Source: an optimization exercise on an open RTL-to-GDS flow (aim: small area and few clock cycles per item). Production flows keep margins and buffers that such runs may drop.
Function was checked by simulation only, so behaviour that the tests miss may differ from the original.

===== design/flow/flow/run.sh =====
#!/bin/bash
set -euo pipefail
R=orfs/results/$FLOW_PLATFORM/sorting_network/base
bash standard.sh synth > flow_synth.log 2>&1
cp $R/1_2_yosys.v $R/1_2_yosys.orig.v
python3 flow/downsize.py $FLOW_HOME/platforms/$FLOW_PLATFORM/lib/sky130_fd_sc_hd__tt_025C_1v80.lib $R/1_2_yosys.v > flow_downsize.log 2>&1
bash standard.sh "BUFFER_PORTS_ARGS=-buffer_cell sky130_fd_sc_hd__buf_1" finish > flow_finish.log 2>&1

===== design/flow/flow/downsize.py =====
#!/usr/bin/env python3
# Rewrite a gate-level netlist so that every combinational sky130hd cell uses
# its _1 drive strength (when the library has one), except cells whose output
# net matches a rule in UP (those get the given drive strength).  Flip-flops
# keep their cell.
# usage: downsize.py LIB NETLIST
import re, sys
lib, net = sys.argv[1], sys.argv[2]
cells = set(re.findall(r'cell\s*\(\s*"?(sky130_fd_sc_hd__\w+?)"?\s*\)', open(lib).read()))
keep = re.compile(r'sky130_fd_sc_hd__(s?e?df|dl|conb|tap|fill|decap|clk|lpflow|probe|dly)')
# compare-and-swap select nets: s<layer>_<a>_<b> and s<layer>_<a>_<b>n
UP = [(re.compile(r'^s\d+_\d+_\d+n?$'), '4')]
txt = open(net).read()
count = {}
inst = re.compile(r'(sky130_fd_sc_hd__[a-z0-9]+(?:_[a-z0-9]+)*?)_(\d+)(\s+\S+\s*\()(.*?\)\s*;)', re.S)
def sub(m):
    base, drive, mid, body = m.group(1), m.group(2), m.group(3), m.group(4)
    name = base + '_' + drive
    if keep.match(name):
        return m.group(0)
    want = '1'
    out = re.search(r'\.(?:X|Y)\(\s*\\?([^\s)]+)\s*\)', body)
    if out:
        for rx, d in UP:
            if rx.match(out.group(1)):
                want = d
    new = base + '_' + want
    if new == name or new not in cells:
        return m.group(0)
    count[(name, new)] = count.get((name, new), 0) + 1
    return new + mid + body
txt = inst.sub(sub, txt)
open(net, 'w').write(txt)
for (a, b), v in sorted(count.items()):
    print('%5d %s -> %s' % (v, a, b))

===== design/flow/standard.sh =====
#!/bin/bash
# synth_recipe.tcl (not shown) runs the flow's synth.tcl, then flattens the netlist and writes it again
# the make line also repeats each setting of config.mk as NAME=value (left out here)
make -C /OpenROAD-flow-scripts/flow DESIGN_CONFIG=/design/flow/config.mk WORK_HOME=/design/flow/orfs CLKGATE_MAP_FILE= SYNTH_SCRIPT=/design/flow/synth_recipe.tcl "${@:-finish}"

===== design/flow/config.mk =====
export PLATFORM = sky130hd
export DESIGN_NAME = sorting_network
export DESIGN_NICKNAME = sorting_network
export VERILOG_FILES = /design/flow/design.v
export SDC_FILE = /design/flow/constraint.sdc
export NUM_CORES = 4
export LEC_CHECK = 0
export CAP_MARGIN = 20
export CORE_MARGIN = 2
export CORE_UTILIZATION = 55
export GPL_TIMING_DRIVEN = 0
export PLACE_DENSITY = 0.65
export SLEW_MARGIN = 20
export SYNTH_HIERARCHICAL = 1

===== design/flow/constraint.sdc =====
create_clock -name core_clock -period 5.0 [get_ports {clk_i}]
set_input_delay 1.0000 -clock core_clock [delete_from_list [all_inputs] [get_ports {clk_i}]]
set_output_delay 1.0000 -clock core_clock [all_outputs]
set_load 0.01 [all_outputs]

===== design/flow/design.v =====
module sorting_network #(
  parameter int NUMBER_WIDTH   = 16,
  parameter int NUMBERS_AMOUNT = 16
)(
  input                                                 clk_i,
  input                                                 rst_i,
  input  [NUMBERS_AMOUNT * NUMBER_WIDTH - 1 : 0]       data_i,
  input                                                 data_valid_i,
  output                                                ready_o,
  output [NUMBERS_AMOUNT * NUMBER_WIDTH - 1 : 0]       data_o,
  output                                                data_valid_o,
  input                                                 ready_i
);
logic [2:0] valid_d;
logic       adv;
assign adv          = ready_i | ~valid_d[2];
assign ready_o      = adv;
assign data_valid_o = valid_d[2];
always_ff @( posedge clk_i, posedge rst_i )
  if( rst_i )
    valid_d <= '0;
  else if( adv )
    valid_d <= { valid_d[1:0], data_valid_i };
wire s1_0_13, s1_0_13n;
sn_gt u_gt1_0_13 ( .x( data_i[0 +: 16] ), .y( data_i[208 +: 16] ), .gt( s1_0_13 ), .gtn( s1_0_13n ) );
wire [15:0] l1_0;
sn_seli u_sel1_0 ( .s( s1_0_13 ), .sn( s1_0_13n ), .a( data_i[0 +: 16] ), .b( data_i[208 +: 16] ), .y( l1_0 ) );
wire [15:0] l1_13;
sn_seli u_sel1_13 ( .s( s1_0_13 ), .sn( s1_0_13n ), .a( data_i[208 +: 16] ), .b( data_i[0 +: 16] ), .y( l1_13 ) );
wire s1_1_12, s1_1_12n;
sn_gt u_gt1_1_12 ( .x( data_i[16 +: 16] ), .y( data_i[192 +: 16] ), .gt( s1_1_12 ), .gtn( s1_1_12n ) );
wire [15:0] l1_1;
sn_seli u_sel1_1 ( .s( s1_1_12 ), .sn( s1_1_12n ), .a( data_i[16 +: 16] ), .b( data_i[192 +: 16] ), .y( l1_1 ) );
wire [15:0] l1_12;
sn_seli u_sel1_12 ( .s( s1_1_12 ), .sn( s1_1_12n ), .a( data_i[192 +: 16] ), .b( data_i[16 +: 16] ), .y( l1_12 ) );
wire s1_2_15, s1_2_15n;
sn_gt u_gt1_2_15 ( .x( data_i[32 +: 16] ), .y( data_i[240 +: 16] ), .gt( s1_2_15 ), .gtn( s1_2_15n ) );
wire [15:0] l1_2;
sn_seli u_sel1_2 ( .s( s1_2_15 ), .sn( s1_2_15n ), .a( data_i[32 +: 16] ), .b( data_i[240 +: 16] ), .y( l1_2 ) );
wire [15:0] l1_15;
sn_seli u_sel1_15 ( .s( s1_2_15 ), .sn( s1_2_15n ), .a( data_i[240 +: 16] ), .b( data_i[32 +: 16] ), .y( l1_15 ) );
wire s1_3_14, s1_3_14n;
sn_gt u_gt1_3_14 ( .x( data_i[48 +: 16] ), .y( data_i[224 +: 16] ), .gt( s1_3_14 ), .gtn( s1_3_14n ) );
wire [15:0] l1_3;
sn_seli u_sel1_3 ( .s( s1_3_14 ), .sn( s1_3_14n ), .a( data_i[48 +: 16] ), .b( data_i[224 +: 16] ), .y( l1_3 ) );
wire [15:0] l1_14;
sn_seli u_sel1_14 ( .s( s1_3_14 ), .sn( s1_3_14n ), .a( data_i[224 +: 16] ), .b( data_i[48 +: 16] ), .y( l1_14 ) );
wire s1_4_8, s1_4_8n;
sn_gt u_gt1_4_8 ( .x( data_i[64 +: 16] ), .y( data_i[128 +: 16] ), .gt( s1_4_8 ), .gtn( s1_4_8n ) );
wire [15:0] l1_4;
sn_seli u_sel1_4 ( .s( s1_4_8 ), .sn( s1_4_8n ), .a( data_i[64 +: 16] ), .b( data_i[128 +: 16] ), .y( l1_4 ) );
wire [15:0] l1_8;
sn_seli u_sel1_8 ( .s( s1_4_8 ), .sn( s1_4_8n ), .a( data_i[128 +: 16] ), .b( data_i[64 +: 16] ), .y( l1_8 ) );
wire s1_5_6, s1_5_6n;
sn_gt u_gt1_5_6 ( .x( data_i[80 +: 16] ), .y( data_i[96 +: 16] ), .gt( s1_5_6 ), .gtn( s1_5_6n ) );
wire [15:0] l1_5;
sn_seli u_sel1_5 ( .s( s1_5_6 ), .sn( s1_5_6n ), .a( data_i[80 +: 16] ), .b( data_i[96 +: 16] ), .y( l1_5 ) );
wire [15:0] l1_6;
sn_seli u_sel1_6 ( .s( s1_5_6 ), .sn( s1_5_6n ), .a( data_i[96 +: 16] ), .b( data_i[80 +: 16] ), .y( l1_6 ) );
wire s1_7_11, s1_7_11n;
sn_gt u_gt1_7_11 ( .x( data_i[112 +: 16] ), .y( data_i[176 +: 16] ), .gt( s1_7_11 ), .gtn( s1_7_11n ) );
wire [15:0] l1_7;
sn_seli u_sel1_7 ( .s( s1_7_11 ), .sn( s1_7_11n ), .a( data_i[112 +: 16] ), .b( data_i[176 +: 16] ), .y( l1_7 ) );
wire [15:0] l1_11;
sn_seli u_sel1_11 ( .s( s1_7_11 ), .sn( s1_7_11n ), .a( data_i[176 +: 16] ), .b( data_i[112 +: 16] ), .y( l1_11 ) );
wire s1_9_10, s1_9_10n;
sn_gt u_gt1_9_10 ( .x( data_i[144 +: 16] ), .y( data_i[160 +: 16] ), .gt( s1_9_10 ), .gtn( s1_9_10n ) );
wire [15:0] l1_9;
sn_seli u_sel1_9 ( .s( s1_9_10 ), .sn( s1_9_10n ), .a( data_i[144 +: 16] ), .b( data_i[160 +: 16] ), .y( l1_9 ) );
wire [15:0] l1_10;
sn_seli u_sel1_10 ( .s( s1_9_10 ), .sn( s1_9_10n ), .a( data_i[160 +: 16] ), .b( data_i[144 +: 16] ), .y( l1_10 ) );
wire s2_0_5, s2_0_5n;
sn_gt u_gt2_0_5 ( .x( l1_5 ), .y( l1_0 ), .gt( s2_0_5 ), .gtn( s2_0_5n ) );
wire [15:0] l2_0;
sn_seli u_sel2_0 ( .s( s2_0_5 ), .sn( s2_0_5n ), .a( l1_0 ), .b( l1_5 ), .y( l2_0 ) );
wire [15:0] l2_5;
sn_seli u_sel2_5 ( .s( s2_0_5 ), .sn( s2_0_5n ), .a( l1_5 ), .b( l1_0 ), .y( l2_5 ) );
wire s2_1_7, s2_1_7n;
sn_gt u_gt2_1_7 ( .x( l1_7 ), .y( l1_1 ), .gt( s2_1_7 ), .gtn( s2_1_7n ) );
wire [15:0] l2_1;
sn_seli u_sel2_1 ( .s( s2_1_7 ), .sn( s2_1_7n ), .a( l1_1 ), .b( l1_7 ), .y( l2_1 ) );
wire [15:0] l2_7;
sn_seli u_sel2_7 ( .s( s2_1_7 ), .sn( s2_1_7n ), .a( l1_7 ), .b( l1_1 ), .y( l2_7 ) );
wire s2_2_9, s2_2_9n;
sn_gt u_gt2_2_9 ( .x( l1_9 ), .y( l1_2 ), .gt( s2_2_9 ), .gtn( s2_2_9n ) );
wire [15:0] l2_2;
sn_seli u_sel2_2 ( .s( s2_2_9 ), .sn( s2_2_9n ), .a( l1_2 ), .b( l1_9 ), .y( l2_2 ) );
wire [15:0] l2_9;
sn_seli u_sel2_9 ( .s( s2_2_9 ), .sn( s2_2_9n ), .a( l1_9 ), .b( l1_2 ), .y( l2_9 ) );
wire s2_3_4, s2_3_4n;
sn_gt u_gt2_3_4 ( .x( l1_4 ), .y( l1_3 ), .gt( s2_3_4 ), .gtn( s2_3_4n ) );
wire [15:0] l2_3;
sn_seli u_sel2_3 ( .s( s2_3_4 ), .sn( s2_3_4n ), .a( l1_3 ), .b( l1_4 ), .y( l2_3 ) );
wire [15:0] l2_4;
sn_seli u_sel2_4 ( .s( s2_3_4 ), .sn( s2_3_4n ), .a( l1_4 ), .b( l1_3 ), .y( l2_4 ) );
wire s2_6_13, s2_6_13n;
sn_gt u_gt2_6_13 ( .x( l1_13 ), .y( l1_6 ), .gt( s2_6_13 ), .gtn( s2_6_13n ) );
wire [15:0] l2_6;
sn_seli u_sel2_6 ( .s( s2_6_13 ), .sn( s2_6_13n ), .a( l1_6 ), .b( l1_13 ), .y( l2_6 ) );
wire [15:0] l2_13;
sn_seli u_sel2_13 ( .s( s2_6_13 ), .sn( s2_6_13n ), .a( l1_13 ), .b( l1_6 ), .y( l2_13 ) );
wire s2_8_14, s2_8_14n;
sn_gt u_gt2_8_14 ( .x( l1_14 ), .y( l1_8 ), .gt( s2_8_14 ), .gtn( s2_8_14n ) );
wire [15:0] l2_8;
sn_seli u_sel2_8 ( .s( s2_8_14 ), .sn( s2_8_14n ), .a( l1_8 ), .b( l1_14 ), .y( l2_8 ) );
wire [15:0] l2_14;
sn_seli u_sel2_14 ( .s( s2_8_14 ), .sn( s2_8_14n ), .a( l1_14 ), .b( l1_8 ), .y( l2_14 ) );
wire s2_10_15, s2_10_15n;
sn_gt u_gt2_10_15 ( .x( l1_15 ), .y( l1_10 ), .gt( s2_10_15 ), .gtn( s2_10_15n ) );
wire [15:0] l2_10;
sn_seli u_sel2_10 ( .s( s2_10_15 ), .sn( s2_10_15n ), .a( l1_10 ), .b( l1_15 ), .y( l2_10 ) );
wire [15:0] l2_15;
sn_seli u_sel2_15 ( .s( s2_10_15 ), .sn( s2_10_15n ), .a( l1_15 ), .b( l1_10 ), .y( l2_15 ) );
wire s2_11_12, s2_11_12n;
sn_gt u_gt2_11_12 ( .x( l1_12 ), .y( l1_11 ), .gt( s2_11_12 ), .gtn( s2_11_12n ) );
wire [15:0] l2_11;
sn_seli u_sel2_11 ( .s( s2_11_12 ), .sn( s2_11_12n ), .a( l1_11 ), .b( l1_12 ), .y( l2_11 ) );
wire [15:0] l2_12;
sn_seli u_sel2_12 ( .s( s2_11_12 ), .sn( s2_11_12n ), .a( l1_12 ), .b( l1_11 ), .y( l2_12 ) );
logic [15:0][15:0] r0_q;
always_ff @( posedge clk_i )
  if( adv )
    r0_q <= { l2_15, l2_14, l2_13, l2_12, l2_11, l2_10, l2_9, l2_8, l2_7, l2_6, l2_5, l2_4, l2_3, l2_2, l2_1, l2_0 };
wire s3_0_1, s3_0_1n;
sn_gt u_gt3_0_1 ( .x( r0_q[0] ), .y( r0_q[1] ), .gt( s3_0_1 ), .gtn( s3_0_1n ) );
wire [15:0] l3_0;
sn_seli u_sel3_0 ( .s( s3_0_1 ), .sn( s3_0_1n ), .a( r0_q[0] ), .b( r0_q[1] ), .y( l3_0 ) );
wire [15:0] l3_1;
sn_seli u_sel3_1 ( .s( s3_0_1 ), .sn( s3_0_1n ), .a( r0_q[1] ), .b( r0_q[0] ), .y( l3_1 ) );
wire s3_2_3, s3_2_3n;
sn_gt u_gt3_2_3 ( .x( r0_q[2] ), .y( r0_q[3] ), .gt( s3_2_3 ), .gtn( s3_2_3n ) );
wire [15:0] l3_2;
sn_seli u_sel3_2 ( .s( s3_2_3 ), .sn( s3_2_3n ), .a( r0_q[2] ), .b( r0_q[3] ), .y( l3_2 ) );
wire [15:0] l3_3;
sn_seli u_sel3_3 ( .s( s3_2_3 ), .sn( s3_2_3n ), .a( r0_q[3] ), .b( r0_q[2] ), .y( l3_3 ) );
wire s3_4_5, s3_4_5n;
sn_gt u_gt3_4_5 ( .x( r0_q[4] ), .y( r0_q[5] ), .gt( s3_4_5 ), .gtn( s3_4_5n ) );
wire [15:0] l3_4;
sn_seli u_sel3_4 ( .s( s3_4_5 ), .sn( s3_4_5n ), .a( r0_q[4] ), .b( r0_q[5] ), .y( l3_4 ) );
wire [15:0] l3_5;
sn_seli u_sel3_5 ( .s( s3_4_5 ), .sn( s3_4_5n ), .a( r0_q[5] ), .b( r0_q[4] ), .y( l3_5 ) );
wire s3_6_8, s3_6_8n;
sn_gt u_gt3_6_8 ( .x( r0_q[6] ), .y( r0_q[8] ), .gt( s3_6_8 ), .gtn( s3_6_8n ) );
wire [15:0] l3_6;
sn_seli u_sel3_6 ( .s( s3_6_8 ), .sn( s3_6_8n ), .a( r0_q[6] ), .b( r0_q[8] ), .y( l3_6 ) );
wire [15:0] l3_8;
sn_seli u_sel3_8 ( .s( s3_6_8 ), .sn( s3_6_8n ), .a( r0_q[8] ), .b( r0_q[6] ), .y( l3_8 ) );
wire s3_7_9, s3_7_9n;
sn_gt u_gt3_7_9 ( .x( r0_q[7] ), .y( r0_q[9] ), .gt( s3_7_9 ), .gtn( s3_7_9n ) );
wire [15:0] l3_7;
sn_seli u_sel3_7 ( .s( s3_7_9 ), .sn( s3_7_9n ), .a( r0_q[7] ), .b( r0_q[9] ), .y( l3_7 ) );
wire [15:0] l3_9;
sn_seli u_sel3_9 ( .s( s3_7_9 ), .sn( s3_7_9n ), .a( r0_q[9] ), .b( r0_q[7] ), .y( l3_9 ) );
wire s3_10_11, s3_10_11n;
sn_gt u_gt3_10_11 ( .x( r0_q[10] ), .y( r0_q[11] ), .gt( s3_10_11 ), .gtn( s3_10_11n ) );
wire [15:0] l3_10;
sn_seli u_sel3_10 ( .s( s3_10_11 ), .sn( s3_10_11n ), .a( r0_q[10] ), .b( r0_q[11] ), .y( l3_10 ) );
wire [15:0] l3_11;
sn_seli u_sel3_11 ( .s( s3_10_11 ), .sn( s3_10_11n ), .a( r0_q[11] ), .b( r0_q[10] ), .y( l3_11 ) );
wire s3_12_13, s3_12_13n;
sn_gt u_gt3_12_13 ( .x( r0_q[12] ), .y( r0_q[13] ), .gt( s3_12_13 ), .gtn( s3_12_13n ) );
wire [15:0] l3_12;
sn_seli u_sel3_12 ( .s( s3_12_13 ), .sn( s3_12_13n ), .a( r0_q[12] ), .b( r0_q[13] ), .y( l3_12 ) );
wire [15:0] l3_13;
sn_seli u_sel3_13 ( .s( s3_12_13 ), .sn( s3_12_13n ), .a( r0_q[13] ), .b( r0_q[12] ), .y( l3_13 ) );
wire s3_14_15, s3_14_15n;
sn_gt u_gt3_14_15 ( .x( r0_q[14] ), .y( r0_q[15] ), .gt( s3_14_15 ), .gtn( s3_14_15n ) );
wire [15:0] l3_14;
sn_seli u_sel3_14 ( .s( s3_14_15 ), .sn( s3_14_15n ), .a( r0_q[14] ), .b( r0_q[15] ), .y( l3_14 ) );
wire [15:0] l3_15;
sn_seli u_sel3_15 ( .s( s3_14_15 ), .sn( s3_14_15n ), .a( r0_q[15] ), .b( r0_q[14] ), .y( l3_15 ) );
wire s4_0_2, s4_0_2n;
sn_gt u_gt4_0_2 ( .x( l3_2 ), .y( l3_0 ), .gt( s4_0_2 ), .gtn( s4_0_2n ) );
wire [15:0] l4_0;
sn_seli u_sel4_0 ( .s( s4_0_2 ), .sn( s4_0_2n ), .a( l3_0 ), .b( l3_2 ), .y( l4_0 ) );
wire [15:0] l4_2;
sn_seli u_sel4_2 ( .s( s4_0_2 ), .sn( s4_0_2n ), .a( l3_2 ), .b( l3_0 ), .y( l4_2 ) );
wire s4_1_3, s4_1_3n;
sn_gt u_gt4_1_3 ( .x( l3_3 ), .y( l3_1 ), .gt( s4_1_3 ), .gtn( s4_1_3n ) );
wire [15:0] l4_1;
sn_seli u_sel4_1 ( .s( s4_1_3 ), .sn( s4_1_3n ), .a( l3_1 ), .b( l3_3 ), .y( l4_1 ) );
wire [15:0] l4_3;
sn_seli u_sel4_3 ( .s( s4_1_3 ), .sn( s4_1_3n ), .a( l3_3 ), .b( l3_1 ), .y( l4_3 ) );
wire s4_4_10, s4_4_10n;
sn_gt u_gt4_4_10 ( .x( l3_10 ), .y( l3_4 ), .gt( s4_4_10 ), .gtn( s4_4_10n ) );
wire [15:0] l4_4;
sn_seli u_sel4_4 ( .s( s4_4_10 ), .sn( s4_4_10n ), .a( l3_4 ), .b( l3_10 ), .y( l4_4 ) );
wire [15:0] l4_10;
sn_seli u_sel4_10 ( .s( s4_4_10 ), .sn( s4_4_10n ), .a( l3_10 ), .b( l3_4 ), .y( l4_10 ) );
wire s4_5_11, s4_5_11n;
sn_gt u_gt4_5_11 ( .x( l3_11 ), .y( l3_5 ), .gt( s4_5_11 ), .gtn( s4_5_11n ) );
wire [15:0] l4_5;
sn_seli u_sel4_5 ( .s( s4_5_11 ), .sn( s4_5_11n ), .a( l3_5 ), .b( l3_11 ), .y( l4_5 ) );
wire [15:0] l4_11;
sn_seli u_sel4_11 ( .s( s4_5_11 ), .sn( s4_5_11n ), .a( l3_11 ), .b( l3_5 ), .y( l4_11 ) );
wire s4_6_7, s4_6_7n;
sn_gt u_gt4_6_7 ( .x( l3_7 ), .y( l3_6 ), .gt( s4_6_7 ), .gtn( s4_6_7n ) );
wire [15:0] l4_6;
sn_seli u_sel4_6 ( .s( s4_6_7 ), .sn( s4_6_7n ), .a( l3_6 ), .b( l3_7 ), .y( l4_6 ) );
wire [15:0] l4_7;
sn_seli u_sel4_7 ( .s( s4_6_7 ), .sn( s4_6_7n ), .a( l3_7 ), .b( l3_6 ), .y( l4_7 ) );
wire s4_8_9, s4_8_9n;
sn_gt u_gt4_8_9 ( .x( l3_9 ), .y( l3_8 ), .gt( s4_8_9 ), .gtn( s4_8_9n ) );
wire [15:0] l4_8;
sn_seli u_sel4_8 ( .s( s4_8_9 ), .sn( s4_8_9n ), .a( l3_8 ), .b( l3_9 ), .y( l4_8 ) );
wire [15:0] l4_9;
sn_seli u_sel4_9 ( .s( s4_8_9 ), .sn( s4_8_9n ), .a( l3_9 ), .b( l3_8 ), .y( l4_9 ) );
wire s4_12_14, s4_12_14n;
sn_gt u_gt4_12_14 ( .x( l3_14 ), .y( l3_12 ), .gt( s4_12_14 ), .gtn( s4_12_14n ) );
wire [15:0] l4_12;
sn_seli u_sel4_12 ( .s( s4_12_14 ), .sn( s4_12_14n ), .a( l3_12 ), .b( l3_14 ), .y( l4_12 ) );
wire [15:0] l4_14;
sn_seli u_sel4_14 ( .s( s4_12_14 ), .sn( s4_12_14n ), .a( l3_14 ), .b( l3_12 ), .y( l4_14 ) );
wire s4_13_15, s4_13_15n;
sn_gt u_gt4_13_15 ( .x( l3_15 ), .y( l3_13 ), .gt( s4_13_15 ), .gtn( s4_13_15n ) );
wire [15:0] l4_13;
sn_seli u_sel4_13 ( .s( s4_13_15 ), .sn( s4_13_15n ), .a( l3_13 ), .b( l3_15 ), .y( l4_13 ) );
wire [15:0] l4_15;
sn_seli u_sel4_15 ( .s( s4_13_15 ), .sn( s4_13_15n ), .a( l3_15 ), .b( l3_13 ), .y( l4_15 ) );
wire s5_1_2, s5_1_2n;
sn_gt u_gt5_1_2 ( .x( l4_1 ), .y( l4_2 ), .gt( s5_1_2 ), .gtn( s5_1_2n ) );
wire [15:0] l5_1;
sn_seli u_sel5_1 ( .s( s5_1_2 ), .sn( s5_1_2n ), .a( l4_1 ), .b( l4_2 ), .y( l5_1 ) );
wire [15:0] l5_2;
sn_seli u_sel5_2 ( .s( s5_1_2 ), .sn( s5_1_2n ), .a( l4_2 ), .b( l4_1 ), .y( l5_2 ) );
wire s5_3_12, s5_3_12n;
sn_gt u_gt5_3_12 ( .x( l4_3 ), .y( l4_12 ), .gt( s5_3_12 ), .gtn( s5_3_12n ) );
wire [15:0] l5_3;
sn_seli u_sel5_3 ( .s( s5_3_12 ), .sn( s5_3_12n ), .a( l4_3 ), .b( l4_12 ), .y( l5_3 ) );
wire [15:0] l5_12;
sn_seli u_sel5_12 ( .s( s5_3_12 ), .sn( s5_3_12n ), .a( l4_12 ), .b( l4_3 ), .y( l5_12 ) );
wire s5_4_6, s5_4_6n;
sn_gt u_gt5_4_6 ( .x( l4_4 ), .y( l4_6 ), .gt( s5_4_6 ), .gtn( s5_4_6n ) );
wire [15:0] l5_4;
sn_seli u_sel5_4 ( .s( s5_4_6 ), .sn( s5_4_6n ), .a( l4_4 ), .b( l4_6 ), .y( l5_4 ) );
wire [15:0] l5_6;
sn_seli u_sel5_6 ( .s( s5_4_6 ), .sn( s5_4_6n ), .a( l4_6 ), .b( l4_4 ), .y( l5_6 ) );
wire s5_5_7, s5_5_7n;
sn_gt u_gt5_5_7 ( .x( l4_5 ), .y( l4_7 ), .gt( s5_5_7 ), .gtn( s5_5_7n ) );
wire [15:0] l5_5;
sn_seli u_sel5_5 ( .s( s5_5_7 ), .sn( s5_5_7n ), .a( l4_5 ), .b( l4_7 ), .y( l5_5 ) );
wire [15:0] l5_7;
sn_seli u_sel5_7 ( .s( s5_5_7 ), .sn( s5_5_7n ), .a( l4_7 ), .b( l4_5 ), .y( l5_7 ) );
wire s5_8_10, s5_8_10n;
sn_gt u_gt5_8_10 ( .x( l4_8 ), .y( l4_10 ), .gt( s5_8_10 ), .gtn( s5_8_10n ) );
wire [15:0] l5_8;
sn_seli u_sel5_8 ( .s( s5_8_10 ), .sn( s5_8_10n ), .a( l4_8 ), .b( l4_10 ), .y( l5_8 ) );
wire [15:0] l5_10;
sn_seli u_sel5_10 ( .s( s5_8_10 ), .sn( s5_8_10n ), .a( l4_10 ), .b( l4_8 ), .y( l5_10 ) );
wire s5_9_11, s5_9_11n;
sn_gt u_gt5_9_11 ( .x( l4_9 ), .y( l4_11 ), .gt( s5_9_11 ), .gtn( s5_9_11n ) );
wire [15:0] l5_9;
sn_seli u_sel5_9 ( .s( s5_9_11 ), .sn( s5_9_11n ), .a( l4_9 ), .b( l4_11 ), .y( l5_9 ) );
wire [15:0] l5_11;
sn_seli u_sel5_11 ( .s( s5_9_11 ), .sn( s5_9_11n ), .a( l4_11 ), .b( l4_9 ), .y( l5_11 ) );
wire s5_13_14, s5_13_14n;
sn_gt u_gt5_13_14 ( .x( l4_13 ), .y( l4_14 ), .gt( s5_13_14 ), .gtn( s5_13_14n ) );
wire [15:0] l5_13;
sn_seli u_sel5_13 ( .s( s5_13_14 ), .sn( s5_13_14n ), .a( l4_13 ), .b( l4_14 ), .y( l5_13 ) );
wire [15:0] l5_14;
sn_seli u_sel5_14 ( .s( s5_13_14 ), .sn( s5_13_14n ), .a( l4_14 ), .b( l4_13 ), .y( l5_14 ) );
logic [15:0][15:0] r1_q;
always_ff @( posedge clk_i )
  if( adv )
    r1_q <= { l4_15, l5_14, l5_13, l5_12, l5_11, l5_10, l5_9, l5_8, l5_7, l5_6, l5_5, l5_4, l5_3, l5_2, l5_1, l4_0 };
wire s6_1_4, s6_1_4n;
sn_gt u_gt6_1_4 ( .x( r1_q[4] ), .y( r1_q[1] ), .gt( s6_1_4 ), .gtn( s6_1_4n ) );
wire [15:0] l6_1;
sn_seli u_sel6_1 ( .s( s6_1_4 ), .sn( s6_1_4n ), .a( r1_q[1] ), .b( r1_q[4] ), .y( l6_1 ) );
wire [15:0] l6_4;
sn_seli u_sel6_4 ( .s( s6_1_4 ), .sn( s6_1_4n ), .a( r1_q[4] ), .b( r1_q[1] ), .y( l6_4 ) );
wire s6_2_6, s6_2_6n;
sn_gt u_gt6_2_6 ( .x( r1_q[6] ), .y( r1_q[2] ), .gt( s6_2_6 ), .gtn( s6_2_6n ) );
wire [15:0] l6_2;
sn_seli u_sel6_2 ( .s( s6_2_6 ), .sn( s6_2_6n ), .a( r1_q[2] ), .b( r1_q[6] ), .y( l6_2 ) );
wire [15:0] l6_6;
sn_sel u_sel6_6 ( .s( s6_2_6 ), .sn( s6_2_6n ), .a( r1_q[6] ), .b( r1_q[2] ), .y( l6_6 ) );
wire s6_5_8, s6_5_8n;
sn_gt u_gt6_5_8 ( .x( r1_q[8] ), .y( r1_q[5] ), .gt( s6_5_8 ), .gtn( s6_5_8n ) );
wire [15:0] l6_5;
sn_seli u_sel6_5 ( .s( s6_5_8 ), .sn( s6_5_8n ), .a( r1_q[5] ), .b( r1_q[8] ), .y( l6_5 ) );
wire [15:0] l6_8;
sn_seli u_sel6_8 ( .s( s6_5_8 ), .sn( s6_5_8n ), .a( r1_q[8] ), .b( r1_q[5] ), .y( l6_8 ) );
wire s6_7_10, s6_7_10n;
sn_gt u_gt6_7_10 ( .x( r1_q[10] ), .y( r1_q[7] ), .gt( s6_7_10 ), .gtn( s6_7_10n ) );
wire [15:0] l6_7;
sn_seli u_sel6_7 ( .s( s6_7_10 ), .sn( s6_7_10n ), .a( r1_q[7] ), .b( r1_q[10] ), .y( l6_7 ) );
wire [15:0] l6_10;
sn_seli u_sel6_10 ( .s( s6_7_10 ), .sn( s6_7_10n ), .a( r1_q[10] ), .b( r1_q[7] ), .y( l6_10 ) );
wire s6_9_13, s6_9_13n;
sn_gt u_gt6_9_13 ( .x( r1_q[13] ), .y( r1_q[9] ), .gt( s6_9_13 ), .gtn( s6_9_13n ) );
wire [15:0] l6_9;
sn_sel u_sel6_9 ( .s( s6_9_13 ), .sn( s6_9_13n ), .a( r1_q[9] ), .b( r1_q[13] ), .y( l6_9 ) );
wire [15:0] l6_13;
sn_seli u_sel6_13 ( .s( s6_9_13 ), .sn( s6_9_13n ), .a( r1_q[13] ), .b( r1_q[9] ), .y( l6_13 ) );
wire s6_11_14, s6_11_14n;
sn_gt u_gt6_11_14 ( .x( r1_q[14] ), .y( r1_q[11] ), .gt( s6_11_14 ), .gtn( s6_11_14n ) );
wire [15:0] l6_11;
sn_seli u_sel6_11 ( .s( s6_11_14 ), .sn( s6_11_14n ), .a( r1_q[11] ), .b( r1_q[14] ), .y( l6_11 ) );
wire [15:0] l6_14;
sn_seli u_sel6_14 ( .s( s6_11_14 ), .sn( s6_11_14n ), .a( r1_q[14] ), .b( r1_q[11] ), .y( l6_14 ) );
wire s7_2_4, s7_2_4n;
sn_gt u_gt7_2_4 ( .x( l6_2 ), .y( l6_4 ), .gt( s7_2_4 ), .gtn( s7_2_4n ) );
wire [15:0] l7_2;
sn_sel u_sel7_2 ( .s( s7_2_4 ), .sn( s7_2_4n ), .a( l6_2 ), .b( l6_4 ), .y( l7_2 ) );
wire [15:0] l7_4;
sn_seli u_sel7_4 ( .s( s7_2_4 ), .sn( s7_2_4n ), .a( l6_4 ), .b( l6_2 ), .y( l7_4 ) );
wire s7_3_6, s7_3_6n;
sn_gt u_gt7_3_6 ( .x( l6_6 ), .y( r1_q[3] ), .gt( s7_3_6 ), .gtn( s7_3_6n ) );
wire [15:0] l7_3;
sn_seli u_sel7_3 ( .s( s7_3_6 ), .sn( s7_3_6n ), .a( r1_q[3] ), .b( l6_6 ), .y( l7_3 ) );
wire [15:0] l7_6;
sn_seli u_sel7_6 ( .s( s7_3_6 ), .sn( s7_3_6n ), .a( l6_6 ), .b( r1_q[3] ), .y( l7_6 ) );
wire s7_9_12, s7_9_12n;
sn_gt u_gt7_9_12 ( .x( r1_q[12] ), .y( l6_9 ), .gt( s7_9_12 ), .gtn( s7_9_12n ) );
wire [15:0] l7_9;
sn_seli u_sel7_9 ( .s( s7_9_12 ), .sn( s7_9_12n ), .a( l6_9 ), .b( r1_q[12] ), .y( l7_9 ) );
wire [15:0] l7_12;
sn_seli u_sel7_12 ( .s( s7_9_12 ), .sn( s7_9_12n ), .a( r1_q[12] ), .b( l6_9 ), .y( l7_12 ) );
wire s7_11_13, s7_11_13n;
sn_gt u_gt7_11_13 ( .x( l6_11 ), .y( l6_13 ), .gt( s7_11_13 ), .gtn( s7_11_13n ) );
wire [15:0] l7_11;
sn_seli u_sel7_11 ( .s( s7_11_13 ), .sn( s7_11_13n ), .a( l6_11 ), .b( l6_13 ), .y( l7_11 ) );
wire [15:0] l7_13;
sn_sel u_sel7_13 ( .s( s7_11_13 ), .sn( s7_11_13n ), .a( l6_13 ), .b( l6_11 ), .y( l7_13 ) );
wire s8_3_5, s8_3_5n;
sn_gt u_gt8_3_5 ( .x( l7_3 ), .y( l6_5 ), .gt( s8_3_5 ), .gtn( s8_3_5n ) );
wire [15:0] l8_3;
sn_seli u_sel8_3 ( .s( s8_3_5 ), .sn( s8_3_5n ), .a( l7_3 ), .b( l6_5 ), .y( l8_3 ) );
wire [15:0] l8_5;
sn_seli u_sel8_5 ( .s( s8_3_5 ), .sn( s8_3_5n ), .a( l6_5 ), .b( l7_3 ), .y( l8_5 ) );
wire s8_6_8, s8_6_8n;
sn_gt u_gt8_6_8 ( .x( l7_6 ), .y( l6_8 ), .gt( s8_6_8 ), .gtn( s8_6_8n ) );
wire [15:0] l8_6;
sn_seli u_sel8_6 ( .s( s8_6_8 ), .sn( s8_6_8n ), .a( l7_6 ), .b( l6_8 ), .y( l8_6 ) );
wire [15:0] l8_8;
sn_seli u_sel8_8 ( .s( s8_6_8 ), .sn( s8_6_8n ), .a( l6_8 ), .b( l7_6 ), .y( l8_8 ) );
wire s8_7_9, s8_7_9n;
sn_gt u_gt8_7_9 ( .x( l6_7 ), .y( l7_9 ), .gt( s8_7_9 ), .gtn( s8_7_9n ) );
wire [15:0] l8_7;
sn_seli u_sel8_7 ( .s( s8_7_9 ), .sn( s8_7_9n ), .a( l6_7 ), .b( l7_9 ), .y( l8_7 ) );
wire [15:0] l8_9;
sn_seli u_sel8_9 ( .s( s8_7_9 ), .sn( s8_7_9n ), .a( l7_9 ), .b( l6_7 ), .y( l8_9 ) );
wire s8_10_12, s8_10_12n;
sn_gt u_gt8_10_12 ( .x( l6_10 ), .y( l7_12 ), .gt( s8_10_12 ), .gtn( s8_10_12n ) );
wire [15:0] l8_10;
sn_seli u_sel8_10 ( .s( s8_10_12 ), .sn( s8_10_12n ), .a( l6_10 ), .b( l7_12 ), .y( l8_10 ) );
wire [15:0] l8_12;
sn_seli u_sel8_12 ( .s( s8_10_12 ), .sn( s8_10_12n ), .a( l7_12 ), .b( l6_10 ), .y( l8_12 ) );
logic [15:0][15:0] r2_q;
always_ff @( posedge clk_i )
  if( adv )
    r2_q <= { r1_q[15], l6_14, l7_13, l8_12, l7_11, l8_10, l8_9, l8_8, l8_7, l8_6, l8_5, l7_4, l8_3, l7_2, l6_1, r1_q[0] };
wire s9_3_4, s9_3_4n;
sn_gt u_gt9_3_4 ( .x( r2_q[4] ), .y( r2_q[3] ), .gt( s9_3_4 ), .gtn( s9_3_4n ) );
wire [15:0] l9_3;
sn_seli u_sel9_3 ( .s( s9_3_4 ), .sn( s9_3_4n ), .a( r2_q[3] ), .b( r2_q[4] ), .y( l9_3 ) );
wire [15:0] l9_4;
sn_seli u_sel9_4 ( .s( s9_3_4 ), .sn( s9_3_4n ), .a( r2_q[4] ), .b( r2_q[3] ), .y( l9_4 ) );
wire s9_5_6, s9_5_6n;
sn_gt u_gt9_5_6 ( .x( r2_q[6] ), .y( r2_q[5] ), .gt( s9_5_6 ), .gtn( s9_5_6n ) );
wire [15:0] l9_5;
sn_seli u_sel9_5 ( .s( s9_5_6 ), .sn( s9_5_6n ), .a( r2_q[5] ), .b( r2_q[6] ), .y( l9_5 ) );
wire [15:0] l9_6;
sn_seli u_sel9_6 ( .s( s9_5_6 ), .sn( s9_5_6n ), .a( r2_q[6] ), .b( r2_q[5] ), .y( l9_6 ) );
wire s9_7_8, s9_7_8n;
sn_gt u_gt9_7_8 ( .x( r2_q[8] ), .y( r2_q[7] ), .gt( s9_7_8 ), .gtn( s9_7_8n ) );
wire [15:0] l9_7;
sn_seli u_sel9_7 ( .s( s9_7_8 ), .sn( s9_7_8n ), .a( r2_q[7] ), .b( r2_q[8] ), .y( l9_7 ) );
wire [15:0] l9_8;
sn_seli u_sel9_8 ( .s( s9_7_8 ), .sn( s9_7_8n ), .a( r2_q[8] ), .b( r2_q[7] ), .y( l9_8 ) );
wire s9_9_10, s9_9_10n;
sn_gt u_gt9_9_10 ( .x( r2_q[10] ), .y( r2_q[9] ), .gt( s9_9_10 ), .gtn( s9_9_10n ) );
wire [15:0] l9_9;
sn_seli u_sel9_9 ( .s( s9_9_10 ), .sn( s9_9_10n ), .a( r2_q[9] ), .b( r2_q[10] ), .y( l9_9 ) );
wire [15:0] l9_10;
sn_seli u_sel9_10 ( .s( s9_9_10 ), .sn( s9_9_10n ), .a( r2_q[10] ), .b( r2_q[9] ), .y( l9_10 ) );
wire s9_11_12, s9_11_12n;
sn_gt u_gt9_11_12 ( .x( r2_q[12] ), .y( r2_q[11] ), .gt( s9_11_12 ), .gtn( s9_11_12n ) );
wire [15:0] l9_11;
sn_seli u_sel9_11 ( .s( s9_11_12 ), .sn( s9_11_12n ), .a( r2_q[11] ), .b( r2_q[12] ), .y( l9_11 ) );
wire [15:0] l9_12;
sn_seli u_sel9_12 ( .s( s9_11_12 ), .sn( s9_11_12n ), .a( r2_q[12] ), .b( r2_q[11] ), .y( l9_12 ) );
wire s10_6_7, s10_6_7n;
sn_gt u_gt10_6_7 ( .x( l9_6 ), .y( l9_7 ), .gt( s10_6_7 ), .gtn( s10_6_7n ) );
wire [15:0] l10_6;
sn_sel u_sel10_6 ( .s( s10_6_7 ), .sn( s10_6_7n ), .a( l9_6 ), .b( l9_7 ), .y( l10_6 ) );
wire [15:0] l10_7;
sn_sel u_sel10_7 ( .s( s10_6_7 ), .sn( s10_6_7n ), .a( l9_7 ), .b( l9_6 ), .y( l10_7 ) );
wire s10_8_9, s10_8_9n;
sn_gt u_gt10_8_9 ( .x( l9_8 ), .y( l9_9 ), .gt( s10_8_9 ), .gtn( s10_8_9n ) );
wire [15:0] l10_8;
sn_sel u_sel10_8 ( .s( s10_8_9 ), .sn( s10_8_9n ), .a( l9_8 ), .b( l9_9 ), .y( l10_8 ) );
wire [15:0] l10_9;
sn_sel u_sel10_9 ( .s( s10_8_9 ), .sn( s10_8_9n ), .a( l9_9 ), .b( l9_8 ), .y( l10_9 ) );
assign data_o = { r2_q[15], r2_q[14], r2_q[13], l9_12, l9_11, l9_10, l10_9, l10_8, l10_7, l10_6, l9_5, l9_4, l9_3, r2_q[2], r2_q[1], r2_q[0] };
endmodule
module sn_gt (
  input  [15:0] x,
  input  [15:0] y,
  output        gt,
  output        gtn
);
  wire [15:0] gn0, gen0;    
  wire [7:0]  g1, ge1;      
  wire [3:0]  gn2, gen2;    
  wire [1:0]  g3, ge3;      
  genvar i;
  generate
    for( i = 0; i < 16; i++ ) begin : t0
      sn_nand2b u_g  ( .a( x[i] ), .b( y[i] ), .y( gn0[i] ) );
      if( i > 0 ) begin : ge
        sn_nor2b u_ge ( .a( x[i] ), .b( y[i] ), .y( gen0[i] ) );
      end
    end
    for( i = 0; i < 8; i++ ) begin : t1
      sn_o21ai u_g ( .a1( gen0[2*i+1] ), .a2( gn0[2*i] ), .b1( gn0[2*i+1] ), .y( g1[i] ) );
      if( i > 0 ) begin : ge
        sn_o21ai u_ge ( .a1( gen0[2*i+1] ), .a2( gen0[2*i] ), .b1( gn0[2*i+1] ), .y( ge1[i] ) );
      end
    end
    for( i = 0; i < 4; i++ ) begin : t2
      sn_a21oi u_g ( .a1( ge1[2*i+1] ), .a2( g1[2*i] ), .b1( g1[2*i+1] ), .y( gn2[i] ) );
      if( i > 0 ) begin : ge
        sn_a21oi u_ge ( .a1( ge1[2*i+1] ), .a2( ge1[2*i] ), .b1( g1[2*i+1] ), .y( gen2[i] ) );
      end
    end
    for( i = 0; i < 2; i++ ) begin : t3
      sn_o21ai u_g ( .a1( gen2[2*i+1] ), .a2( gn2[2*i] ), .b1( gn2[2*i+1] ), .y( g3[i] ) );
      if( i > 0 ) begin : ge
        sn_o21ai u_ge ( .a1( gen2[2*i+1] ), .a2( gen2[2*i] ), .b1( gn2[2*i+1] ), .y( ge3[i] ) );
      end
    end
  endgenerate
  wire r, t;
  sn_a21oi u_root ( .a1( ge3[1] ), .a2( g3[0] ), .b1( g3[1] ), .y( r ) );
  sn_inv   u_sdrv  ( .a( r ), .y( gt ) );
  sn_inv_b u_ndrv1 ( .a( r ), .y( t ) );
  sn_inv_c u_ndrv2 ( .a( t ), .y( gtn ) );
endmodule
module sn_nand2b ( input a, input b, output y );
  assign y = ~( a & ~b );
endmodule
module sn_nor2b ( input a, input b, output y );
  assign y = ~( a | ~b );
endmodule
module sn_o21ai ( input a1, input a2, input b1, output y );
  assign y = ~( ( a1 | a2 ) & b1 );
endmodule
module sn_a21oi ( input a1, input a2, input b1, output y );
  assign y = ~( ( a1 & a2 ) | b1 );
endmodule
module sn_inv ( input a, output y );
  assign y = ~a;
endmodule
module sn_inv_b ( input a, output y );
  assign y = ~a;
endmodule
module sn_inv_c ( input a, output y );
  assign y = ~a;
endmodule
module sn_seli (
  input         s,
  input         sn,
  input  [15:0] a,
  input  [15:0] b,
  output [15:0] y
);
  genvar i;
  generate
    for( i = 0; i < 16; i++ ) begin : m
      sn_o22ai u ( .a1( s ), .a2( a[i] ), .b1( sn ), .b2( b[i] ), .y( y[i] ) );
    end
  endgenerate
endmodule
module sn_sel (
  input         s,
  input         sn,
  input  [15:0] a,
  input  [15:0] b,
  output [15:0] y
);
  genvar i;
  generate
    for( i = 0; i < 16; i++ ) begin : m
      sn_o22a u ( .a1( s ), .a2( a[i] ), .b1( sn ), .b2( b[i] ), .y( y[i] ) );
    end
  endgenerate
endmodule
module sn_o22ai ( input a1, input a2, input b1, input b2, output y );
  assign y = ~( ( a1 | a2 ) & ( b1 | b2 ) );
endmodule
module sn_o22a ( input a1, input a2, input b1, input b2, output y );
  assign y = ( a1 | a2 ) & ( b1 | b2 );
endmodule

==> run summary, run 1 <==
Slowest-stage cell, CP edfxtp_1; CTS Buffer Depth 3; Iter 0 DRT Violations 8246; CP Cell Sequence nor2b_2, o21ai_2, a21oi_2, o21ai_4, a21oi_4, inv_8, o22ai_2, nand2b_1, o21ai_1, a21oi_1, o21ai_2, a21oi_4, inv_2, bufinv_16, o22ai_4, nor2b_1, o21ai_1, a21oi_1, o21ai_1, a21oi_4, bufinv_16, o22ai_2; routability cong. 1.04; fin crit period 5260 ps; outcome finished with violations; first-pass GRT wire length 296000 um; largest net degree at the start of global routing 62; cell area after placement 0.0603 sq mm; Hold Path Class in -> async; drt wl/cell 25.5 um; family with the most delay on the worst path compound AO/OA/AOI/OAI gates; mapped cell area 0.0563 sq mm; Final Skew 26.3 ps; Slew @ Worst Pin 886 ps; max-cap viol count 0; DRT Pass-1 Iters 14; core outline area 0.102 sq mm; GRT met1 Usage 0.492; vias in the first global route 48100; HPWL after detailed placement 164000 um; Inserted Clock Buffers 82; Final period util 1.05; Root Buffer clkbuf_16; total congestion overflow 0; CP arrival 5740 ps; initial core utilization 0.554; antenna violations before repair 20; # setup viols final 95; commonest non-fill, non-tap cell in the layout o22ai_1; maximum level of the CTS H-tree 3; Filler Cell Count 7782; final wirelength 221000 um; IO Pins 518; Post-Synthesis Cells 6392; Avg Cell Area, Syn 8.81 sq um; number of port buffers 517; met2 Track Usage GR 0.596; die area 0.105 sq mm; Largest stage delay, worst path 530 ps; Hold Vio Cnt, Final 0; post-layout net count 7460; DRC Markers 0; commonest cells after routing, fill and taps aside o22ai_1 (1191), o21ai_1 (1052), nand2b_1 (959); CP max FO 32; critical path class reg -> reg; CTS sink cnt 771; yosys warns 7; Slew Viols, Final 0; crit path capture type register; CTS tree done; share of cells above drive strength 1 0.167; M3 GR Usage 0.0560; Layout Area Growth over Synthesis 26.5%; setup ws final -257 ps; hold_buf cts 0; worst rel slew slack 0.409; row cnt 117; WHS 158 ps; Mapped Nets 6652; Clk Latency, worst-skew pair 680 ps; layout check fault list negative setup slack; GRT Total Usage 0.377; Fmax 190 MHz; RSZ-0062 raised after global routing yes; die boundary height 324 um; Vias/cell 6.87; CP Launch Type register; Die X 324 um; remaining antenna violation count 0; GR peak layer met2; CTS clk-pin slew, worst paths 60 ps; cell area after layout 0.0712 sq mm; critical path buffer and inverter count 4; total number of vias 59400; Critical Path RT 5480 ps
==> metal layers <==
metal  up-vias  wire (um)  share of wire
met3       738      21700          0.098
met2      3651     100000           0.45
met1     27900      83300           0.38
met5         -        100        0.00045
met4         6      15500          0.070
li1      27100          -              -
==> what timing repair did <==
| action | CTS | global route |
|---|---|---|
| resized for setup | 252 | 921 |
| buffers inserted | 8 | 153 |
| pin swaps | 2 | 54 |
| setup endpoints to repair | 368 | 416 |
| gates cloned | 0 | 32 |
==> layout make-up <==
class | instances | area (sq um) | share of cell area
Antenna cell | 18 | 45.0 | 0.000632
Buffer | 96 | 360 | 0.00506
Clock buffer | 98 | 2130 | 0.0299
Clock inverter | 53 | 838 | 0.0118
Inverter | 181 | 1610 | 0.0226
Multi-Input combinational cell | 5344 | 37600 | 0.528
Sequential cell | 771 | 23100 | 0.325
Tap cell | 1368 | 1710 | 0.0240
Timing Repair Buffer | 692 | 3520 | 0.0495
Timing Repair inverter | 32 | 258 | 0.00362
==> registers in the layout, indices dropped and copies added, names as in the netlist <==
register / cells
r1_q: 256
r0_q: 256
valid_d: 3
r2_q: 256
==> through the flow <==
stage	worst slack [ps]	TNS, ps	util	cells
after floorplan	-2250	-1439600	-	6392
after global placement	-4530	-2885340	0.590	8277
after detailed placement	-570	-48840	0.594	8291
after CTS	-121	-2290	0.638	8450
after global routing	-282	-45810	0.701	8648
final	-257	-11970	0.701	8653
==> worst paths after layout <==
check	slack (ps)	from	end	depth (start not counted)
setup / recovery	-260	r0_q[231]	r1_q[53]	22
hold / removal	160	rst_i	valid_d[0]	2
setup reg to reg	-260	r0_q[231]	r1_q[53]	22
hold reg to reg	400	r1_q[15]	r2_q[15]	0
max in group asynchronous	4710	rst_i	valid_d[2]	2
min in group core_clock	400	r1_q[15]	r2_q[15]	0
==> worst reg2reg max path, delay by kind of cell (launching register included) <==
| kind | cells | cell delay [ps] |
|---|---|---|
| AO/OA/AOI/OAI | 15 | 3100 |
| buffers and inverters | 4 | 840 |
| flip-flops | 1 | 530 |
| AND/OR/NAND/NOR | 3 | 610 |
==> run 2: changes to the inputs <==
--- a/design/flow/design.v
+++ b/design/flow/design.v
@@ -403,19 +403,20 @@
 );
-  wire [15:0] gn0, gen0;    
-  wire [7:0]  g1, ge1;      
-  wire [3:0]  gn2, gen2;    
-  wire [1:0]  g3, ge3;      
+  wire r, t;
+  sn_gtree u_t     ( .x( x ), .y( y ), .r( r ) );
+  sn_inv   u_sdrv  ( .a( r ), .y( gt ) );
+  sn_inv_b u_ndrv1 ( .a( r ), .y( t ) );
+  sn_inv_c u_ndrv2 ( .a( t ), .y( gtn ) );
+endmodule
+module sn_gtree (
+  input  [15:0] x,
+  input  [15:0] y,
+  output        r
+);
+  wire [7:0] g1, ge1;      
+  wire [3:0] gn2, gen2;    
+  wire [1:0] g3, ge3;      
   genvar i;
   generate
-    for( i = 0; i < 16; i++ ) begin : t0
-      sn_nand2b u_g  ( .a( x[i] ), .b( y[i] ), .y( gn0[i] ) );
-      if( i > 0 ) begin : ge
-        sn_nor2b u_ge ( .a( x[i] ), .b( y[i] ), .y( gen0[i] ) );
-      end
-    end
     for( i = 0; i < 8; i++ ) begin : t1
-      sn_o21ai u_g ( .a1( gen0[2*i+1] ), .a2( gn0[2*i] ), .b1( gn0[2*i+1] ), .y( g1[i] ) );
-      if( i > 0 ) begin : ge
-        sn_o21ai u_ge ( .a1( gen0[2*i+1] ), .a2( gen0[2*i] ), .b1( gn0[2*i+1] ), .y( ge1[i] ) );
-      end
+      sn_cmp2 u ( .x1( x[2*i+1] ), .x0( x[2*i] ), .y1( y[2*i+1] ), .y0( y[2*i] ), .g( g1[i] ), .ge( ge1[i] ) );
     end
@@ -434,13 +435,23 @@
   endgenerate
-  wire r, t;
   sn_a21oi u_root ( .a1( ge3[1] ), .a2( g3[0] ), .b1( g3[1] ), .y( r ) );
-  sn_inv   u_sdrv  ( .a( r ), .y( gt ) );
-  sn_inv_b u_ndrv1 ( .a( r ), .y( t ) );
-  sn_inv_c u_ndrv2 ( .a( t ), .y( gtn ) );
 endmodule
-module sn_nand2b ( input a, input b, output y );
-  assign y = ~( a & ~b );
+module sn_cmp2 ( input x1, input x0, input y1, input y0, output g, output ge );
+  wire xn0, lt1, le1;
+  sn_inv    u_i  ( .a( x0 ), .y( xn0 ) );
+  sn_lt     u_lt ( .a( x1 ), .b( y1 ), .y( lt1 ) );
+  sn_le     u_le ( .a( x1 ), .b( y1 ), .y( le1 ) );
+  sn_o31ai  u_g  ( .a1( xn0 ), .a2( y0 ), .a3( lt1 ), .b1( le1 ), .y( g ) );
+  sn_a31oi  u_ge ( .a1( xn0 ), .a2( y0 ), .a3( le1 ), .b1( lt1 ), .y( ge ) );
+endmodule
+module sn_lt ( input a, input b, output y );
+  assign y = ~a & b;
+endmodule
+module sn_le ( input a, input b, output y );
+  assign y = ~a | b;
+endmodule
+module sn_o31ai ( input a1, input a2, input a3, input b1, output y );
+  assign y = ~( ( a1 | a2 | a3 ) & b1 );
 endmodule
-module sn_nor2b ( input a, input b, output y );
-  assign y = ~( a | ~b );
+module sn_a31oi ( input a1, input a2, input a3, input b1, output y );
+  assign y = ~( ( a1 & a2 & a3 ) | b1 );
 endmodule
--- a/design/flow/flow/downsize.py
+++ b/design/flow/flow/downsize.py
@@ -2,3 +2,3 @@
 # Rewrite a gate-level netlist so that every combinational sky130hd cell uses
-# its _1 drive strength (when the library has one), except cells whose output
+# its smallest drive strength (the strongest of those of least area), except cells whose output
 # net matches a rule in UP (those get the given drive strength).  Flip-flops
@@ -8,6 +8,19 @@
 lib, net = sys.argv[1], sys.argv[2]
-cells = set(re.findall(r'cell\s*\(\s*"?(sky130_fd_sc_hd__\w+?)"?\s*\)', open(lib).read()))
+libtxt = open(lib).read()
+area = {}
+for m in re.finditer(r'cell\s*\(\s*"?(sky130_fd_sc_hd__\w+?)"?\s*\)\s*\{', libtxt):
+    a = re.search(r'area\s*:\s*([\d.]+)', libtxt[m.end():m.end() + 20000])
+    area[m.group(1)] = float(a.group(1)) if a else 0.0
+cells = set(area)
+def smallest(base):
+    # strongest drive among the sizes of least area (inv_2 has inv_1's area)
+    sizes = [(area[c], -int(c.rsplit('_', 1)[1]), c) for c in cells
+             if c.rsplit('_', 1)[0] == base and c.rsplit('_', 1)[1].isdigit()]
+    return min(sizes)[2].rsplit('_', 1)[1] if sizes else None
 keep = re.compile(r'sky130_fd_sc_hd__(s?e?df|dl|conb|tap|fill|decap|clk|lpflow|probe|dly)')
 # compare-and-swap select nets: s<layer>_<a>_<b> and s<layer>_<a>_<b>n
-UP = [(re.compile(r'^s\d+_\d+_\d+n?$'), '4')]
+UP = [(re.compile(r'^s\d+_\d+_\d+n?$'), '8'),          # select drivers, 32 loads
+      (re.compile(r'^u_gt\d+_\d+_\d+\.r$'), '2'),       # comparator root feeding them
+      (re.compile(r'^c\d+_\d+_\d+n$'), '2'),              # root of a comparator at a register
+      (re.compile(r'^e[01]_\d+_\d+_\d+$'), '8')]          # select+hold enables, 32 loads
 txt = open(net).read()
@@ -20,3 +33,3 @@
         return m.group(0)
-    want = '1'
+    want = smallest(base) or drive
     out = re.search(r'\.(?:X|Y)\(\s*\\?([^\s)]+)\s*\)', body)
--- a/design/flow/config.mk
+++ b/design/flow/config.mk
@@ -9,5 +9,5 @@
 export CORE_MARGIN = 2
-export CORE_UTILIZATION = 55
-export GPL_TIMING_DRIVEN = 0
-export PLACE_DENSITY = 0.65
+export CORE_UTILIZATION = 40
+export PLACE_DENSITY = 0.55
+export SETUP_SLACK_MARGIN = 0.1
 export SLEW_MARGIN = 20
==> run 2 against run 1 <==
- critical endpoint is now data_o[122]
- non-clock buffer count increased by 394
- first-iteration DRC count down 16%
- the layout still fails its checks (negative setup slack)
- register-to-register slack improved by 180 ps
- synthesized cell count is 6.6% lower
==> run summary, run 2 <==
Largest regs r0_q: 256 flops, r1_q: 256 flops, r2_q: 256 flops (unchanged); Mapped Nets 6232 (was 6652); die area 0.141 sq mm (was 0.105 sq mm); Fmax 193 MHz (was 190 MHz); Reg2Reg Launch Point r0_q[111] (was r0_q[231]); Post-Synthesis Cells 5972 (was 6392); Root Buffer clkbuf_16 (unchanged); # setup viols final 89 (was 95); Clk Latency, worst-skew pair 700 ps (was 680 ps); hold_buf cts 0 (unchanged); outcome finished with violations (unchanged); Non-Filler Instances 9076 (was 8653); die boundary height 375 um (was 324 um); mapped cell area 0.0550 sq mm (was 0.0563 sq mm); CTS Buffer Depth 3 (unchanged); HPWL after detailed placement 182000 um (was 164000 um); number of port buffers 517 (unchanged); Final Skew 32.6 ps (was 26.3 ps); worst rel slew slack 0.305 (was 0.409); Slew @ Worst Pin 1040 ps (was 886 ps); DRT Pass-1 Iters 6 (was 14); first-pass GRT wire length 323000 um (was 296000 um); commonest cells after routing, fill and taps aside o22ai_1 (1207), edfxtp_1 (768), buf_4 (619) (was o22ai_1 (1191), o21ai_1 (1052), nand2b_1 (959)); Vias/cell 6.58 (was 6.87); yosys warns 7 (unchanged); GRT Total Usage 0.306 (was 0.377); commonest non-fill, non-tap cell in the layout o22ai_1 (unchanged); vias in the first global route 49300 (was 48100); crit path capture type primary output (was register); max-cap viol count 0 (unchanged); CP max FO 16 (was 32); Inserted Clock Buffers 85 (was 82); DRC Markers 0 (unchanged); Final period util 1.04 (was 1.05); largest net degree at the start of global routing 156 (was 62); maximum level of the CTS H-tree 3 (unchanged); Iter 0 DRT Violations 6963 (was 8246); routability cong. 0.996 (was 1.04); Avg Cell Area, Syn 9.21 sq um (was 8.81 sq um); total congestion overflow 0 (unchanged); CP Launch Point r2_q[117] (was r0_q[231]); antenna violations before repair 10 (was 20); core outline area 0.137 sq mm (was 0.102 sq mm); Hold Vio Cnt, Final 0 (unchanged); Critical Path RT 4000 ps (was 5480 ps); CP Launch Type register (unchanged); Largest stage delay, worst path 450 ps (was 530 ps); initial core utilization 0.402 (was 0.554); post-layout net count 7466 (was 7460); final wirelength 243000 um (was 221000 um); Seq. cell area 0.0231 sq mm (unchanged); Slew Viols, Final 0 (unchanged); RSZ-0062 raised after global routing yes (unchanged); area occupied by multi-input gates 0.0364 sq mm (was 0.0376 sq mm); row cnt 136 (was 117); CTS tree done (unchanged); layout check fault list negative setup slack (unchanged); CTS clk-pin slew, worst paths 60 ps (about the same); critical path class reg -> out (was reg -> reg); fin crit period 5190 ps (was 5260 ps); placed insts 8525 (was 8291); total number of vias 59800 (was 59400); Die X 375 um (was 324 um); setup ws final -193 ps (was -257 ps); Hold Path Class in -> async (unchanged); drt wl/cell 26.8 um (was 25.5 um); Crit path top cell by count a21oi_2; share of cells above drive strength 1 0.370 (was 0.167); CP arrival 4190 ps (was 5740 ps); Layout Area Growth over Synthesis 39.2% (was 26.5%); Slowest-stage cell, CP edfxtp_1 (unchanged); CTS sink cnt 771 (unchanged); Filler Cell Count 11900 (was 7782); CP Cell Sequence nand2b_1, a31oi_2, a21oi_2, o21ai_2, a21oi_2, buf_6, buf_12, clkinv_16, o22ai_2, buf_4, nand2b_1, a31oi_1, a21oi_1, o21ai_1, a21oi_2, buf_4, inv_8, inv_8, o22a_1, clkbuf_2 (was nor2b_2, o21ai_2, a21oi_2, o21ai_4, a21oi_4, inv_8, o22ai_2, nand2b_1, o21ai_1, a21oi_1, o21ai_2, a21oi_4, inv_2, bufinv_16, o22ai_4, nor2b_1, o21ai_1, a21oi_1, o21ai_1, a21oi_4, bufinv_16, o22ai_2); IO Pins 518 (unchanged); remaining antenna violation count 0 (unchanged)
-- run 2: path summary, 6_finish.rpt --
| path | endpoint | slack [ps] | depth (start not counted) |
|---|---|---|---|
| worst max-delay path | data_o[122] | -190 | 20 |
| worst min-delay path | valid_d[2] | 130 | 2 |
| worst max register to register | r1_q[179] | -80 | 26 |
| worst min register to register | r2_q[251] | 400 | 0 |
| max in group asynchronous | valid_d[0] | 4770 | 2 |
| min in group core_clock | r2_q[251] | 400 | 0 |
-- run 2: final cells by class --
cell class	count	share of cell area
timing repair buffer	1182	0.0957
tap	1794	0.0293
sequential	771	0.302
inverter	661	0.0512
clock buffer	97	0.0295
clock inverter	60	0.00822
multi-input combinational	4444	0.475
antenna	6	0.000196
timing repair inverter	61	0.00840
-- run 2: timing repair --
item	4_1_cts	5_1_grt
setup buffers	39	286
gates cloned	10	53
pin swaps	25	185
setup endpoints to repair	268	416
gates resized for setup	151	1485
-- run 2: layer usage --
layer,vias up,wire length [um],GRT usage
met5,-,68,0
met4,10,15100,0.156
met3,561,18300,0.0404
met2,2995,112000,0.492
met1,29000,98000,0.404
li1,27200,-,-
-- run 2: metrics by stage --
step                setup TNS [ps]  worst slack [ps]  hold slack [ps]  instance area (sq um)  utilization
finish                       -6460              -193              129                  76600        0.559
CTS                              0              78.9             81.2                  65600        0.479
detailed placement           -8070              -197              405                  61500        0.449
global route                -28620              -317              120                  76600        0.559
global placement            -12280              -265              405                  61500        0.449
floorplan                 -1439580             -2240              400                  55000            -
-- run 2: worst max-delay path: cells and delay by family, from the launching register on --
| kind | cells | cell delay [ps] |
|---|---|---|
| AOI/OAI and AO/OA | 10 | 1660 |
| DFF | 1 | 450 |
| and+or+nand+nor | 2 | 380 |
| buffers and inverters | 8 | 990 |
Testbench counts of run 2, summed over its fixed seeds: cycles 4,012, items 4,000.

==> port drivers added, routing unchanged <==
Ports are ideal in the flow. The routed layouts listed here were re-timed in OpenROAD.
Step 1: set_driving_cell puts a clkbuf_16 on clk_i and a buf_2 on each other input, an assumption about the parent block.
Step 2 adds t to the input delays and takes it off the output delays; t is the mean of the earliest and latest rising clock arrival at the registers after step 1. Input paths then give back, and output paths get back, about the clock's delay inside the block.
Three values: ideal, step 1, step 2; two values: the first two.
run	shift t [ns]	setup slack, ns	latest minus earliest clock arrival (ns)	worst register clock-pin slew, ns	worst data-port slew with drivers (ns)
run 1	0.748	-0.257 / -0.257 / -0.257	0.028 / 0.029	0.07 / 0.07	0.11
run 2	0.774	-0.193 / -0.277 / -0.079	0.039 / 0.039	0.07 / 0.07	0.21
